From an optimization exercise on the open Yosys and OpenROAD flow, aimed at small area; shortcuts taken in it are not production practice. Function was checked by simulation only, so behaviour that the tests miss may differ from the original.

## lane 2
Design main, start of the top module:
module main(in, op, apply, tail, valid, empty, clk, reset);
==> flow/config.mk <==
export PLATFORM = sky130hd
export DESIGN_NAME = main
export DESIGN_NICKNAME = main
export VERILOG_FILES = /design/flow/design.v
export SDC_FILE = /design/flow/constraint.sdc
export NUM_CORES = 4
export LEC_CHECK = 0
export CAP_MARGIN = 20
export CORE_MARGIN = 2
export CORE_UTILIZATION = 40
export GPL_TIMING_DRIVEN = 0
export SLEW_MARGIN = 20
==> flow/constraint.sdc <==
create_clock -name core_clock -period 15.0 [get_ports {clk}]
set_input_delay 3.0000 -clock core_clock [delete_from_list [all_inputs] [get_ports {clk}]]
set_output_delay 3.0000 -clock core_clock [all_outputs]
set_load 0.01 [all_outputs]
standard.sh (not shown) runs the stock make flow with config.mk's settings and CLKGATE_MAP_FILE= SYNTH_SCRIPT=/design/flow/synth_recipe.tcl, a recipe that flattens the netlist after the stock synthesis.
==> flow/flow/run.sh <==
#!/bin/bash
# The standard layout (standard.sh: ORFS from synthesis to the final layout), with these
# changes, all made through ORFS's own variables:
#  - each port gets a sky130_fd_sc_hd__buf_1 as its buffer (buffer_ports -buffer_cell)
#    instead of the default clkdlybuf4s50_1;
#  - clock tree synthesis builds from clkbuf_4/clkbuf_8 and adds no dummy loads;
#  - after global routing's timing repair, repair_timing -recover_power downsizes gates
#    that have slack to spare (RECOVER_POWER).
# Synthesis is the standard one, unchanged. The make output goes to standard.log in the
# work folder; ORFS's per-step logs stay under orfs/logs/.
set -euo pipefail
bash standard.sh synth > synth.log 2>&1
export BUFFER_PORTS_ARGS="-buffer_cell sky130_fd_sc_hd__buf_1"
export CTS_ARGS="-sink_clustering_enable -repair_clock_nets -dont_use_dummy_load -buf_list {sky130_fd_sc_hd__clkbuf_4 sky130_fd_sc_hd__clkbuf_8}"
export RECOVER_POWER=${RECOVER_POWER_PCT:-100}
bash standard.sh finish > standard.log 2>&1
Both conditions hold for lane 2: the flow ran to the end and the final layout passed the timing, DRC and antenna checks.
Input-level comparison between lane 5 and lane 2:
# lane 2
export LEC_CHECK = 0
export CAP_MARGIN = 20
export CORE_MARGIN = 2
export CORE_UTILIZATION = 40
export GPL_TIMING_DRIVEN = 0
export SLEW_MARGIN = 20
create_clock -name core_clock -period 15.0 [get_ports {clk}]
# lane 5
export LEC_CHECK = 0
export CAP_MARGIN = 20
export CORE_MARGIN = 2
export CORE_UTILIZATION = 60
export PLACE_DENSITY = 0.7
export SLEW_MARGIN = 20
create_clock -name core_clock -period 15.0 [get_ports {clk}]
Findings:
Lane 5 against lane 2: setup slack down 0.058 ns, number of input and output port buffers inserted up 4.5%, total length of routed wires down about 5.5%, minimum setup slack among reg-to-reg paths down 0.06 ns, core box area down 3900 um^2.
Layout checks on lane 5: not met. Flow itself completed; violations: max-capacitance violations, max-slew violations.
The lower die area came out of lane 5.
Delta (lane 5 minus lane 2): utilization +20 points; minimum hold slack saw little to no change.
Between lane 5 and lane 2, it is lane 5 whose total instance count after detailed placement is lower, by about 8%.

== run 1 ==
main, a different RTL version from the one above (not shown whole).
For scale: about 4900 µm² of cells after synthesis.
export LEC_CHECK = 0
export CAP_MARGIN = 20
export CORE_MARGIN = 2
export CORE_UTILIZATION = 40
export SLEW_MARGIN = 20
create_clock -name core_clock -period 15.0 [get_ports {clk}]
==> flow/flow/run.sh <==
#!/bin/bash
# The standard layout (standard.sh: ORFS synthesis to final layout), with two changes:
#  - each port gets a sky130_fd_sc_hd__buf_1 as its buffer (buffer_ports -buffer_cell)
#    instead of the default clkdlybuf4s50_1;
#  - clock tree synthesis builds from clkbuf_4/clkbuf_8 and adds no dummy loads.
# The make output goes to standard.log in the work folder; ORFS's per-step logs stay under
# orfs/logs/.
set -euo pipefail
export BUFFER_PORTS_ARGS="-buffer_cell sky130_fd_sc_hd__buf_1"
export CTS_ARGS="-sink_clustering_enable -repair_clock_nets -dont_use_dummy_load -buf_list {sky130_fd_sc_hd__clkbuf_4 sky130_fd_sc_hd__clkbuf_8}"
bash standard.sh finish > standard.log 2>&1
Run 1 was carried through to the last stage, and its layout satisfied the timing, DRC and antenna checks.
Edits applied to the flow inputs when going from run 1 to run 2:
==> flow/flow/run.sh <==
#!/bin/bash
# The standard layout (standard.sh: ORFS synthesis to final layout), with two changes:
#  - each port gets a sky130_fd_sc_hd__buf_1 as its buffer (buffer_ports -buffer_cell)
#    instead of the default clkdlybuf4s50_1;
#  - clock tree synthesis builds from clkbuf_8 and adds no dummy loads.
# The make output goes to standard.log in the work folder; ORFS's per-step logs stay under
# orfs/logs/.
set -euo pipefail
export BUFFER_PORTS_ARGS="-buffer_cell sky130_fd_sc_hd__buf_1"
export CTS_ARGS="-sink_clustering_enable -repair_clock_nets -dont_use_dummy_load -buf_list sky130_fd_sc_hd__clkbuf_8"
bash standard.sh finish > standard.log 2>&1
Findings:
Both conditions hold for run 2: the flow ran to the end and the final layout passed the timing, DRC and antenna checks.
Diff run 2..run 1 | sequential portion of the cell area | unchanged
Reported for run 1 and run 2, number of inserted diodes turned out identical to the last digit.
Diff run 1..run 2 | number of flops mapped to enable cells by yosys | unchanged
Run 2 -> run 1: utilization of the core after routing delta 0, exact match
On worst endpoint data arrival time, run 1 and run 2 are neck and neck.
As far as final non-filler cell total goes, run 1 and run 2 are indistinguishable; the numbers are identical.
Modified inputs, run 3 compared to run 2
- ABC_AREA newly set to 1
==> flow/run.sh (new file) <==
#!/bin/bash
# synth_recipe.tcl (not shown) runs the flow's synth.tcl, then flattens the netlist and writes it again
# the make line also repeats each setting of config.mk as NAME=value (left out here)
make -C /OpenROAD-flow-scripts/flow DESIGN_CONFIG=/design/flow/config.mk WORK_HOME=/design/flow/orfs CLKGATE_MAP_FILE= SYNTH_SCRIPT=/design/flow/synth_recipe.tcl finish
removed: flow/flow/run.sh
removed: flow/standard.sh
Findings:
Of the two values seen for standard cell with the maximum stage delay on the critical path, fa_1 was produced by run 2 and dfrtp_2 by run 3.
Changes observed in run 3 relative to run 2: final routed wirelength across all metal layers now sits higher; fraction of final layout cells sized beyond drive strength 1 decreased 2.3 points.

Setup of exp/pepper:
RTL: one of the versions met above, not the one the previous note started from.
Size in the first run: ~44 flip-flops, about 24 I/O pins.
// main
module main(in, op, apply, tail, valid, empty, clk, reset);
clock: 15.0 ns
lec_check: 0
cap_margin: 20
core_margin: 2
core_utilization: 40
slew_margin: 20
==> flow/flow/run.sh <==
#!/bin/bash
# The standard layout (standard.sh: ORFS from synthesis to the final layout), with these
# changes, all made through ORFS's own variables:
#  - each port gets a sky130_fd_sc_hd__buf_1 as its buffer (buffer_ports -buffer_cell)
#    instead of the default clkdlybuf4s50_1;
#  - clock tree synthesis runs with these arguments (CTS_ARGS), adding no dummy loads:
#    -repair_clock_nets -dont_use_dummy_load -root_buf sky130_fd_sc_hd__clkbuf_16 -buf_list {sky130_fd_sc_hd__clkbuf_16}
# Synthesis is the standard one, unchanged. The make output goes to standard.log in the
# work folder; ORFS's per-step logs stay under orfs/logs/.
set -euo pipefail
bash standard.sh synth > synth.log 2>&1
export BUFFER_PORTS_ARGS="-buffer_cell sky130_fd_sc_hd__buf_1"
export CTS_ARGS="-repair_clock_nets -dont_use_dummy_load -root_buf sky130_fd_sc_hd__clkbuf_16 -buf_list {sky130_fd_sc_hd__clkbuf_16}"
bash standard.sh finish > standard.log 2>&1
Input changes introduced in exp/violet (baseline for comparison: exp/pepper):
==> flow/flow/run.sh <==
#!/bin/bash
# The standard layout (standard.sh: ORFS from synthesis to the final layout), with these
# changes, all made through ORFS's own variables:
#  - each port gets a sky130_fd_sc_hd__buf_1 as its buffer (buffer_ports -buffer_cell)
#    instead of the default clkdlybuf4s50_1;
#  - clock tree synthesis builds from clkbuf_4/clkbuf_8 and adds no dummy loads, with clusters of up to 30 sinks.
# Synthesis is the standard one, unchanged. The make output goes to standard.log in the
# work folder; ORFS's per-step logs stay under orfs/logs/.
set -euo pipefail
bash standard.sh synth > synth.log 2>&1
export BUFFER_PORTS_ARGS="-buffer_cell sky130_fd_sc_hd__buf_1"
export CTS_ARGS="-sink_clustering_enable -repair_clock_nets -dont_use_dummy_load -sink_clustering_size 30 -sink_clustering_max_diameter 120 -buf_list {sky130_fd_sc_hd__clkbuf_4 sky130_fd_sc_hd__clkbuf_8}"
bash standard.sh finish > standard.log 2>&1
Relative to exp/pepper, met1 layer wirelength in the final routing increased by about 1.6% in exp/violet.
Reported for exp/pepper and exp/violet, number of input and output port buffers inserted turned out identical to the last digit.
exp/violet reports a higher sequential share of layout area than exp/pepper does.
Looking at exp/pepper and exp/violet, the clock slew at the register clock pins of the worst setup and hold paths is a wash.
The worst hold-check slack on exp/violet is in line with that on exp/pepper.
Delta (exp/violet minus exp/pepper): non-clock buffer count about even; remaining routing DRC violations about even; global-route usage about even; maximum clock rate rose about 2.2%.

main again, from the RTL that the note above started with.
Settings: LEC_CHECK=0, CAP_MARGIN=20, CORE_MARGIN=2, CORE_UTILIZATION=40, SLEW_MARGIN=20; clock period 15.0 ns.
==> flow/flow/run.sh <==
#!/bin/bash
# The standard layout (standard.sh: ORFS from synthesis to the final layout), with these
# changes, all made through ORFS's own variables:
#  - each port gets a sky130_fd_sc_hd__buf_1 as its buffer (buffer_ports -buffer_cell)
#    instead of the default clkdlybuf4s50_1;
#  - clock tree synthesis builds from clkbuf_4/clkbuf_8 and adds no dummy loads;
#  - after global routing's timing repair, repair_timing -recover_power downsizes gates
#    that have slack to spare (RECOVER_POWER).
# Synthesis is the standard one, unchanged. The make output goes to standard.log in the
# work folder; ORFS's per-step logs stay under orfs/logs/.
set -euo pipefail
bash standard.sh synth > synth.log 2>&1
export BUFFER_PORTS_ARGS="-buffer_cell sky130_fd_sc_hd__buf_1"
export CTS_ARGS="-sink_clustering_enable -repair_clock_nets -dont_use_dummy_load -buf_list {sky130_fd_sc_hd__clkbuf_4 sky130_fd_sc_hd__clkbuf_8}"
export RECOVER_POWER=${RECOVER_POWER_PCT:-100}
bash standard.sh finish > standard.log 2>&1
Then changed:
==> flow/flow/run.sh (replaced) <==
#!/bin/bash
# The standard layout (standard.sh: ORFS from synthesis to the final layout), with these
# changes, all made through ORFS's own variables:
#  - each port gets a sky130_fd_sc_hd__buf_1 as its buffer (buffer_ports -buffer_cell)
#    instead of the default clkdlybuf4s50_1;
#  - clock tree synthesis builds from clkbuf_4/clkbuf_8 and adds no dummy loads.
# Synthesis is the standard one, unchanged. The make output goes to standard.log in the
# work folder; ORFS's per-step logs stay under orfs/logs/.
set -euo pipefail
bash standard.sh synth > synth.log 2>&1
export BUFFER_PORTS_ARGS="-buffer_cell sky130_fd_sc_hd__buf_1"
export CTS_ARGS="-sink_clustering_enable -repair_clock_nets -dont_use_dummy_load -buf_list {sky130_fd_sc_hd__clkbuf_4 sky130_fd_sc_hd__clkbuf_8}"
bash standard.sh finish > standard.log 2>&1
The changed run went through all stages and came out clean. Global-route usage does not change. Count of clock-buffer cells in the layout is unchanged. Hold slack barely changes. Cell area barely changes. Area after synthesis stays the same. Final cell count is unchanged. Synthesized cell count does not change. Wire length stays flat.

## port drivers added, routing unchanged
No port has a modelled driver above. Below, the same layouts with a new extraction and two added sets of constraints. Step 1 (the two cells are an assumption about what drives the block):
set clk [get_ports {clk}]
set_driving_cell -lib_cell sky130_fd_sc_hd__clkbuf_16 $clk
set_driving_cell -lib_cell sky130_fd_sc_hd__buf_2 [delete_from_list [all_inputs] $clk]
Step 2 moves the port delays by t, midway between the first and last clock arrival at a register: inputs arrive t later, outputs are due t later. That takes back most of the time a late clock gives input paths. Slacks: no drivers / after step 1 / after step 2; pairs: no drivers / after step 1.
| run | t (ns) | setup WS [ns] | latest minus earliest clock arrival (ns) | worst register clock-pin slew, ns | worst slew at a driven data input, ns |
|---|---|---|---|---|---|
| lane 2 | 0.316 | 0.737 / 0.737 / 0.737 | 0.030 / 0.030 | 0.10 / 0.10 | 0.03 |
| lane 5 | 0.315 | 0.679 / 0.679 / 0.679 | 0.026 / 0.026 | 0.09 / 0.09 | 0.03 |
| run 1 | 0.311 | 0.649 / 0.649 / 0.649 | 0.024 / 0.025 | 0.09 / 0.09 | 0.03 |
| run 2 | 0.311 | 0.649 / 0.649 / 0.649 | 0.024 / 0.025 | 0.09 / 0.09 | 0.03 |
| run 3 | 0.324 | 0.715 / 0.715 / 0.715 | 0.005 / 0.005 | 0.07 / 0.07 | 0.07 |
| exp/pepper | 0.314 | 0.783 / 0.783 / 0.783 | 0.011 / 0.011 | 0.06 / 0.06 | 0.03 |
| exp/violet | 0.321 | 1.092 / 1.092 / 1.092 | 0.017 / 0.017 | 0.08 / 0.08 | 0.03 |
| the first run of note 4 | 0.321 | 0.928 / 0.928 / 0.928 | 0.017 / 0.017 | 0.08 / 0.08 | 0.03 |
| the second run of note 4 | 0.321 | 1.092 / 1.092 / 1.092 | 0.017 / 0.017 | 0.08 / 0.08 | 0.03 |
